Background: an optimization exercise with open tools, aiming at small area. Do not read the settings as production practice.
Function was checked by simulation only, so behaviour that the tests miss may differ from the original.
Power is estimated from default activity; no workload was simulated. The clock port is modelled as an ideal driver; clocking choices that lean on that would not hold on a real chip.

## flow/design.v (module list and top-level ports; edited modules follow where they fit)
// module LedMatrix: 861 lines
module LedMatrix (
  output     [34:0]   io_col,
  output     [5:0]    io_row,
  input               bus_write,
  input      [6:0]    bus_address,
  input      [31:0]   bus_writeData,
  input               clk,
  input               reset
);
  // ...
==> flow/flow/run.sh <==
#!/bin/bash
# Own flow: the standard layout (standard.sh) with three changes:
#  - synthesis runs flow/synth.tcl, which maps the logic with ABC's &nf area mapper
#    (flow/area.abc); registers are mapped before ABC, exactly as in the standard synthesis;
#  - ports are buffered with sky130_fd_sc_hd__buf_1;
#  - clock tree synthesis runs without dummy loads.
set -euo pipefail
W=$(pwd)
F=$W/flow
export MY_ABC_SCRIPT=$F/area.abc
sed "s#SYNTH_SCRIPT=[^ ]*#SYNTH_SCRIPT=$F/synth.tcl#" standard.sh > "$W/own_standard.sh"
grep -q "SYNTH_SCRIPT=$F/synth.tcl" "$W/own_standard.sh"
CTS="-sink_clustering_enable -repair_clock_nets -sink_clustering_size 30 -sink_clustering_max_diameter 80 -buf_list sky130_fd_sc_hd__clkbuf_16 -dont_use_dummy_load"
bash "$W/own_standard.sh" "CTS_ARGS=$CTS" "BUFFER_PORTS_ARGS=-buffer_cell sky130_fd_sc_hd__buf_1" finish > "$W/flow_make.log" 2>&1
==> flow/flow/area.abc <==
strash
&get -n
&st
&dch -f
&nf -p -a -R 1000
&put
==> flow/flow/synth.tcl <==
# The standard synthesis (synth_recipe.tcl), except that the final technology mapping
# runs ABC with the script named by MY_ABC_SCRIPT instead of ORFS's. Registers are mapped
# before ABC runs, so their names and cells are the standard synthesis's.
proc synth {args} { yosys synth -nofsm -noshare {*}$args }
proc abc {args} {
  set i [lsearch -exact $args -script]
  if {$i >= 0} { set args [lreplace $args $i [expr {$i + 1}] -script $::env(MY_ABC_SCRIPT)] }
  yosys abc {*}$args
}
source $::env(SCRIPTS_DIR)/synth.tcl
# left out here: clear keep_hierarchy, flatten, clean up, hide names made inside functions, write 1_2_yosys.v
==> flow/standard.sh <==
#!/bin/bash
# synth_recipe.tcl (not shown) runs the flow's synth.tcl, then flattens the netlist and writes it again
# the make line also repeats each setting of config.mk as NAME=value (left out here)
make -C /OpenROAD-flow-scripts/flow DESIGN_CONFIG=/design/flow/config.mk WORK_HOME=/design/flow/orfs CLKGATE_MAP_FILE= SYNTH_SCRIPT=/design/flow/synth_recipe.tcl "${@:-finish}"
==> flow/config.mk <==
export PLATFORM = sky130hd
export DESIGN_NAME = LedMatrix
export DESIGN_NICKNAME = LedMatrix
export VERILOG_FILES = /design/flow/design.v
export SDC_FILE = /design/flow/constraint.sdc
export NUM_CORES = 4
export LEC_CHECK = 0
export CAP_MARGIN = 20
export CORE_MARGIN = 2
export CORE_UTILIZATION = 75
export CTS_BUF_LIST = sky130_fd_sc_hd__clkbuf_16
export CTS_CLUSTER_DIAMETER = 80
export CTS_CLUSTER_SIZE = 30
export SLEW_MARGIN = 20
==> flow/constraint.sdc <==
create_clock -name core_clock -period 10.0 [get_ports {clk}]
set_input_delay 2.0000 -clock core_clock [delete_from_list [all_inputs] [get_ports {clk}]]
set_output_delay 2.0000 -clock core_clock [all_outputs]
set_load 0.01 [all_outputs]
==> summary.txt, run 1 <==
status finished clean; Biggest consumer sequential cells; Multi-input comb cells 3024; Yosys reg bits ~1400; met1 usage 0.606; Sw Share 0.243; core footprint 61700 um2; layout cells sized above 1 0.0430; largest family of logic cells by synthesized area compound AO/OA/AOI/OAI gates; Slew headroom 0.156; nets ~4700; Top Metal Used met5; Die Ht 254 um; FF+latch area approximately 28000 um2; post-synth top area share 0.574; post-synth cell types 38; cell row count 91; Reg-to-Reg Start rowDiv[0]; First-pass DRT Iterations 11; CTS Hold Bufs 0; vias in the first global route 42500; Sw Pwr 2.35 mW; critical path arrival around 6.0 ns; Final clock-cell share 0.0254; CTS tree yes; Clock Tree Buf Depth 3; slowest library cell on the worst path buf_4; post-DP HPWL 86200 um; Synth Area in XOR/XNOR 0.0138; global routing's busiest layer met2; Final setup viols 0; mux contribution to synthesized area 0; largest net degree at the start of global routing 134; minimum clock period 8.01 ns; Iteration-0 DRC Markers just under 10000; CP Depth 12; Non-clock buffers 178; HP Start r48[6]; P_int about 7.3 mW; most common cell in the netlist o22ai_1; leakage power between 15 and 20 nW; Hold EP r48[6]; fin util 0.829; clk slew on worst S/H paths 0.11 ns
==> run 2, diff against run 1 <==
--- a/flow/config.mk
+++ b/flow/config.mk
@@ -7,3 +7,3 @@
 export LEC_CHECK = 0
-export CAP_MARGIN = 20
+export CAP_MARGIN = 5
 export CORE_MARGIN = 2
@@ -13,2 +13,2 @@
 export CTS_CLUSTER_SIZE = 30
-export SLEW_MARGIN = 20
+export SLEW_MARGIN = 5
==> run 2 against run 1 <==
Still clean on timing, DRC and antenna. Power decreased by 0.15%. Synthesized cell count did not move. Critical path depth is the same. Clock skew decreased by 0.012 ns. Wire length is 0.77% lower. Utilization shrank 0.36 points. Clock power is essentially flat. Global-route usage down 0.11 points. Die area is the same. Sequential share of layout area rose by 0.24 points. Synthesized area unchanged. Clock-buffer cell count did not move. Highest routed layer unchanged.
==> summary.txt, run 2 <==
area of the multi-input gates 19700 um2; worst hold path class register to register; Sw Share 0.242 (-0.000260); IO Pins 83; Iteration-0 DRC Markers 9094 (-7.7%); First-pass DRT Iterations 11 (unchanged); minimum clock period 7.97 ns (-0.0398 ns); Sw Pwr 2.34 mW (-0.26%); initial core utilization 0.760; crit path launch type register; critical path arrival 5.97 ns (-0.04 ns); Tcrit/Tclk final 0.797; largest net degree at the start of global routing 134 (unchanged); layout cells sized above 1 0.0412 (-0.00187); wire length of the first global-routing pass 235000 um; part of the power in combinational logic 0.067; status finished clean; clk sink count 1379; routed vias/inst 8.16; Hold EP r53[4]; Fin. Hold Viols 0; Clock Tree Buf Depth 3 (unchanged); core footprint 61700 um2 (unchanged); synthesis-to-layout area growth 8.63%; hold depth 1; Worst Tran Pin Value around 1.4 ns; CTS tree yes; ANT nets after route 0; FF+latch area 27800 um2 (unchanged); I/O Buffers 74; CP startpoint ph; slowest library cell on the worst path buf_4; Routability Congestion 0.874; R2R setup slack 6.13 ns; commonest non-fill, non-tap cells in the layout o22ai_1, dfxtp_1, nand2_1, a222oi_1, a22oi_1; Post-Syn Instances 4417; Pwr per Cell Area 189 nW/um2; WL final 154000 um; setup_tns 0 ns; vias in the first global route 42400 (-0.23%); crit path cell chain buf_4 -> buf_4 -> xnor2_2 -> buf_4 -> maj3_1 -> maj3_1 -> maj3_1 -> maj3_1 -> maj3_1 -> xnor2_1 -> nand2_1 -> buf_1; syn_nets 4466; leakage power 19.0 nW (-0.54%); CTS Hold Bufs 0 (unchanged); via count 44700; Final setup viols 0 (unchanged); most common cell after layout, fill and taps aside o22ai_1; Root Driver clkbuf_16; fmax 125 MHz; Slew headroom 0.0564 (-0.100); Worst setup EP type primary output; post-cts resize count 0; post-DP HPWL 85400 um (-0.89%); HP Start r53[4]; slowest stage delay, CP between 0.8 and 0.9 ns; cell taking the most area after synthesis dfxtp_1; GR Util All Layers 0.460; Critical Path Most Common Cell maj3_1; Peak VDD IR ~0.23 mV; number of post-CTS setup repair buffers 0; clk slew on worst S/H paths 0.11 ns (about the same); Yosys reg bits 1379 (unchanged); Clk pwr share 0.265; CTS H-tree lvls 2; Ys Warns 1; most instantiated cells after synthesis o22ai_1, dfxtp_1, nand2_1, a222oi_1, a22oi_1; DR WL/cell 28.1 um; max_cap viols 0; number of synthesized flops with an enable pin 0; Worst R2R Path Depth 4; Mapped Avg Cell Area 10.6 um2; RSZ-0062 raised after global routing no; Post-synth top flop dfxtp_1; Die Ht 254 um (unchanged); top post-synthesis cells by area dfxtp_1, o22ai_1, a222oi_1; Worst Path Required ~8.0 ns; post-synth top area share 0.574 (unchanged); most common cell in the netlist o22ai_1; nets 4690 (-0.17%); Critical Path Fanout Max 30; cell row count 91 (unchanged); DRC viols 0; P_int 7.31 mW (-0.12%); CTS Buf Count 52; Die Area 64500 um2; final clock skew 0.0295 ns; clock latency on the worst-skew pair roughly 0.67 ns; Seq/Total Area, Yosys 0.592; Congestion Overflow GR 0; Reg-to-Reg Start ph; Die Wd 254 um; post-synth cell types 38 (unchanged); Critical R2R Capture r91[11]; Max Slew Vio Count 0; share of power burned in registers 0.668; Synth async-reset ratio 0.0254; Fill cells 3816; critical path type register to primary output; Pwr Total ~9.6 mW; Post-Syn Area 46900 um2; antenna violations before repair 7
## run 2: cell counts after synthesis
Identical to the previous run, type by type.
## run 2: how the worst max path moves through the flow
stage / to / slack [ns] / cells past startpoint
4_1_cts: io_col[34] / 2.16 / 12
3_3_place_gp: io_col[34] / 2.90 / 12
2_1_floorplan: io_col[9] / 0.1 / 14
3_5_place_dp: io_col[34] / 2.86 / 12
6_report: io_col[34] / 2.03 / 12
5_1_grt: io_col[27] / 1.95 / 12
## run 2: layout make-up
cell class,instances,area share
Antenna cell,3,0.000147
Clock buffer,52,0.0255
Inverter,14,0.00103
Multi-Input combinational cell,3024,0.386
Sequential cell,1379,0.545
Tap cell,837,0.0206
Timing Repair Buffer,170,0.0213
## run 2: metrics by stage
step	util	setup WS [ns]	hold WS, ns	instance area (um2)	instances
2_1_floorplan	-	0.0967	0.411	46900	4417
3_3_place_gp	0.804	2.90	0.417	49600	5424
3_5_place_dp	0.804	2.86	0.426	49600	5424
4_1_cts	0.825	2.16	0.442	50900	5476
5_1_grt	0.825	1.95	0.450	50900	5477
6_report	0.826	2.03	0.439	50900	5479
## run 2: worst max-delay path, delay by kind of cell, from the launching register on
| family | cells | cell delay [ns] |
|---|---|---|
| buffers and inverters | 4 | 2.11 |
| adder cells (fa/ha/maj) | 5 | 1.91 |
| flip-flops | 1 | 0.67 |
| XOR/XNOR | 2 | 0.51 |
| AND/OR/NAND/NOR | 1 | 0.09 |
## run 2: kinds of logic after synthesis
family / count (synthesis) / synth area share
AND/OR/NAND/NOR: 759 / 0.0650
XOR/XNOR: 74 / 0.0138
adder cells (fa/ha/maj): 69 / 0.0151
AO/OA/AOI/OAI: 2122 / 0.313
flip-flops: 1379 / 0.592
buffers and inverters: 14 / 0.00112
## run 2: routing by layer
metal,wire length [um],vias to the layer above,global-route usage,part of all wire
li1,-,18900,-,-
met1,55100,21200,0.598,0.36
met2,65800,3883,0.694,0.43
met3,23900,751,0.130,0.16
met4,9300,6,0.255,0.060
met5,43,-,0,0.00028
## run 2: power groups by stage
stage          Sequential [mW]  Combinational [mW]  Clock (mW)
2_1_floorplan             6.45               0.446           0
3_3_place_gp              6.51               0.573           0
3_5_place_dp              6.54               0.619           0
4_1_cts                   6.42               0.621        2.53
5_1_grt                   6.49               0.700        2.71
6_report                  6.45               0.644        2.56
==> run 3, diff against run 2 <==
--- a/flow/config.mk
+++ b/flow/config.mk
@@ -7,5 +7,5 @@
 export LEC_CHECK = 0
-export CAP_MARGIN = 5
+export CAP_MARGIN = 20
 export CORE_MARGIN = 2
-export CORE_UTILIZATION = 75
+export CORE_UTILIZATION = 60
 export CTS_BUF_LIST = sky130_fd_sc_hd__clkbuf_16
@@ -13,2 +13,2 @@
 export CTS_CLUSTER_SIZE = 30
-export SLEW_MARGIN = 5
+export SLEW_MARGIN = 20
==> run 3 against run 2 <==
Critical path depth up 2. Synthesized cell count stayed put. Register-to-register slack lost 0.50 ns. Combinational power down 0.8%. First-iteration DRC count decreased by 19%. Global-route usage down 7.9 points. Power rose by 0.27%. Clock-buffer cell count up 1. Worst setup slack lost 0.20 ns.
==> summary.txt, run 3 <==
status finished clean; CTS Hold Bufs 0 (unchanged); Max Slew Vio Count 0 (unchanged); Post-synth top flop dfxtp_1; GR Util All Layers 0.381 (-0.0791); wire length of the first global-routing pass 243000 um (+3.6%); most common cell after layout, fill and taps aside o22ai_1; initial core utilization 0.605 (-0.155); RSZ-0062 raised after global routing no; Synth async-reset ratio 0.0254 (unchanged); I/O Buffers 74 (unchanged); post-cts resize count 0 (unchanged); Slew headroom 0.179 (+0.123); final clock skew 0.0550 ns (+0.0255 ns); Seq/Total Area, Yosys 0.592 (unchanged); core footprint 77500 um2 (+26%); Congestion Overflow GR 0 (unchanged); Iteration-0 DRC Markers 7365 (-19%); crit path launch type register; global routing's busiest layer met2; CTS Buf Count 53 (+1.9%); Post-Syn Instances 4417 (unchanged); number of post-CTS setup repair buffers 0 (unchanged); vias in the first global route 40100 (-5.5%); clk sink count 1379 (unchanged); First-pass DRT Iterations 10 (-1); via count 43300 (-3.2%); routed vias/inst 7.60 (-6.9%); antenna violations before repair 5 (-2); Worst Tran Pin Value 1.23 ns (-0.183 ns); worst hold path class register to register; Root Driver clkbuf_16; syn_nets 4466 (unchanged); synthesis-to-layout area growth 9.55%; Worst setup EP type primary output; most common cell in the netlist o22ai_1; Hold Slack 0.433 ns (-0.00692 ns); Die Wd 284 um (+12%); number of synthesized flops with an enable pin 0 (unchanged); Sw Pwr 2.34 mW (+0.20%); Die Area 80400 um2 (+25%); CTS tree yes; max_cap viols 0 (unchanged); commonest non-fill, non-tap cells in the layout o22ai_1, dfxtp_1, nand2_1, a222oi_1, a22oi_1; Routability Congestion 0.848 (-3.0%); ANT nets after route 0 (unchanged); Worst Path Required 8.00 ns (about the same); part of the power in combinational logic 0.066 (about the same); Peak VDD IR 0.176 mV (-24%); DRC viols 0 (unchanged); top post-synthesis cells by area dfxtp_1, o22ai_1, a222oi_1; Sw Share 0.242 (about the same); clk slew on worst S/H paths 0.11 ns (about the same); Final setup viols 0 (unchanged); fmax 122 MHz (-2.5%); layout cells sized above 1 0.0439 (+0.00269); nets 4702 (+0.26%); critical path arrival 6.17 ns (+0.20 ns); setup_tns 0 ns (unchanged); Yosys reg bits 1379 (unchanged); largest net degree at the start of global routing 123 (-8.2%); FF+latch area 27800 um2 (unchanged); most instantiated cells after synthesis o22ai_1, dfxtp_1, nand2_1, a222oi_1, a22oi_1; share of power burned in registers 0.664 (-0.004); met2 usage 0.579 (-0.115); minimum clock period 8.17 ns (+0.203 ns); Post-Syn Area 46900 um2 (unchanged); Mapped Avg Cell Area 10.6 um2 (unchanged); Critical Path Fanout Max 35 (+17%); met3 usage 0.0634 (-0.0671); Fin. Hold Viols 0 (unchanged); Clk pwr share 0.270 (+0.005); Fill cells 6391 (+67%); area of the multi-input gates 19700 um2 (about the same); leakage power 19.1 nW (+0.44%); P_int 7.33 mW (+0.29%); WL final 161000 um (+4.5%); Ys Warns 1 (unchanged); Die Ht 284 um (+12%); critical path type register to primary output; CTS H-tree lvls 2 (unchanged); Tcrit/Tclk final 0.817 (+0.0203); post-synth cell types 38 (unchanged); cell row count 102 (+12%); DR WL/cell 28.3 um (+0.58%); post-DP HPWL 88800 um (+4.0%); met1 usage 0.548 (-0.0506); Clock Tree Buf Depth 3 (unchanged); post-synth top area share 0.574 (unchanged); clock latency on the worst-skew pair 0.70 ns (+0.03 ns); cell taking the most area after synthesis dfxtp_1; IO Pins 83 (unchanged); Pwr per Cell Area 188 nW/um2 (-0.57%)
==> run 3: cell counts after synthesis <==
No cell type changed its count.
==> run 3: cell type report <==
type                            count  area share
Clock buffer                       53      0.0258
Antenna cell                        2   0.0000974
Sequential cell                  1379       0.541
Multi-Input combinational cell   3024       0.383
Inverter                           14     0.00102
Tap cell                         1040      0.0253
Timing Repair Buffer              181      0.0241
==> run 3: path summary, 6_finish.rpt <==
kind,start,to,slack (ns),cells after the start
max in group asynchronous,reset,pwmCnt[0],8.16,3
worst max-delay path,ph,io_col[27],1.83,14
worst max register to register,ph,r106[6],5.63,4
min in group asynchronous,reset,pwmCnt[2],1.40,3
worst min-delay path,r61[2],r61[2],0.43,1
worst min register to register,r61[2],r61[2],0.43,1
==> run 3: power by group through the flow <==
stage                     registers (mW)  logic (mW)  clock network (mW)
after detailed placement            6.53       0.622                   0
after global placement              6.52       0.584                   0
after floorplan                     6.45       0.446                   0
final                               6.43       0.639                2.61
after global routing                6.48       0.704                2.80
after CTS                           6.41       0.621                2.61
==> run 3: cell families (layout without fill, tap and decap cells) <==
group	after synthesis	after routing	synth area share
simple gates	759	759	0.0650
buf+inv	14	248	0.00112
compound gates	2122	2122	0.313
xor+xnor	74	74	0.0138
fa+ha+maj	69	69	0.0151
other cells	0	2	0
flops	1379	1379	0.592
==> run 3: stage by stage <==
stage               power [mW]  cell area (um2)  cells  utilization  worst slack [ns]
global placement          7.10            49900   5632        0.644              2.69
global route              9.99            51400   5692        0.663              1.69
finish                    9.68            51400   5693        0.663              1.83
floorplan                 6.90            46900   4417            -            0.0967
CTS                       9.64            51300   5687        0.662              1.93
detailed placement        7.15            50000   5634        0.645              2.66
==> run 3: worst max-delay path: stages (launching register included) <==
cell	delay [ns]
dfstp_4	1.15
clkinv_1	0.89
nor2_4	0.30
buf_4	0.35
a31oi_1	0.08
a21oi_1	0.17
o21ai_0	0.17
maj3_1	0.37
maj3_1	0.36
maj3_1	0.36
maj3_1	0.36
maj3_1	0.42
a211oi_1	0.24
o21ai_0	0.11
buf_1	0.16
==> run 3: per-layer routing <==
layer  routed length (um)  vias up  share of wire
met2                69900     2727           0.43
li1                     -    18900              -
met4                 5980        6          0.037
met3                18000      328           0.11
met5                   27        -        0.00017
met1                67200    21300           0.42

[static timing again, ports no longer ideal]
The flow's constraints put no driver on any port. The routed layouts listed below were extracted and timed again, unchanged, in two steps. Step 1 assumes that a clkbuf_16 drives the clock port and a buf_2 every other input. Step 2 adds t to the input delays and takes it off the output delays; t is the mean of the earliest and latest rising clock arrival at the registers after step 1. Input paths then give back, and output paths get back, about the clock's delay inside the block. Slacks: ideal ports / drivers / drivers and shift; pairs: ideal ports / drivers.
| run | shift t [ns] | setup WS [ns] | clock arrival spread, ns | worst register clock-pin slew, ns | worst slew at a driven data input, ns |
|---|---|---|---|---|---|
| run 1 | 0.724 | 1.991 / 1.926 / 2.650 | 0.044 / 0.044 | 0.11 / 0.11 | 0.12 |
| run 2 | 0.728 | 2.031 / 1.961 / 2.689 | 0.031 / 0.031 | 0.12 / 0.12 | 0.12 |
| run 3 | 0.738 | 1.827 / 1.758 / 2.496 | 0.057 / 0.058 | 0.12 / 0.12 | 0.13 |
After both steps every run listed still meets setup and hold.
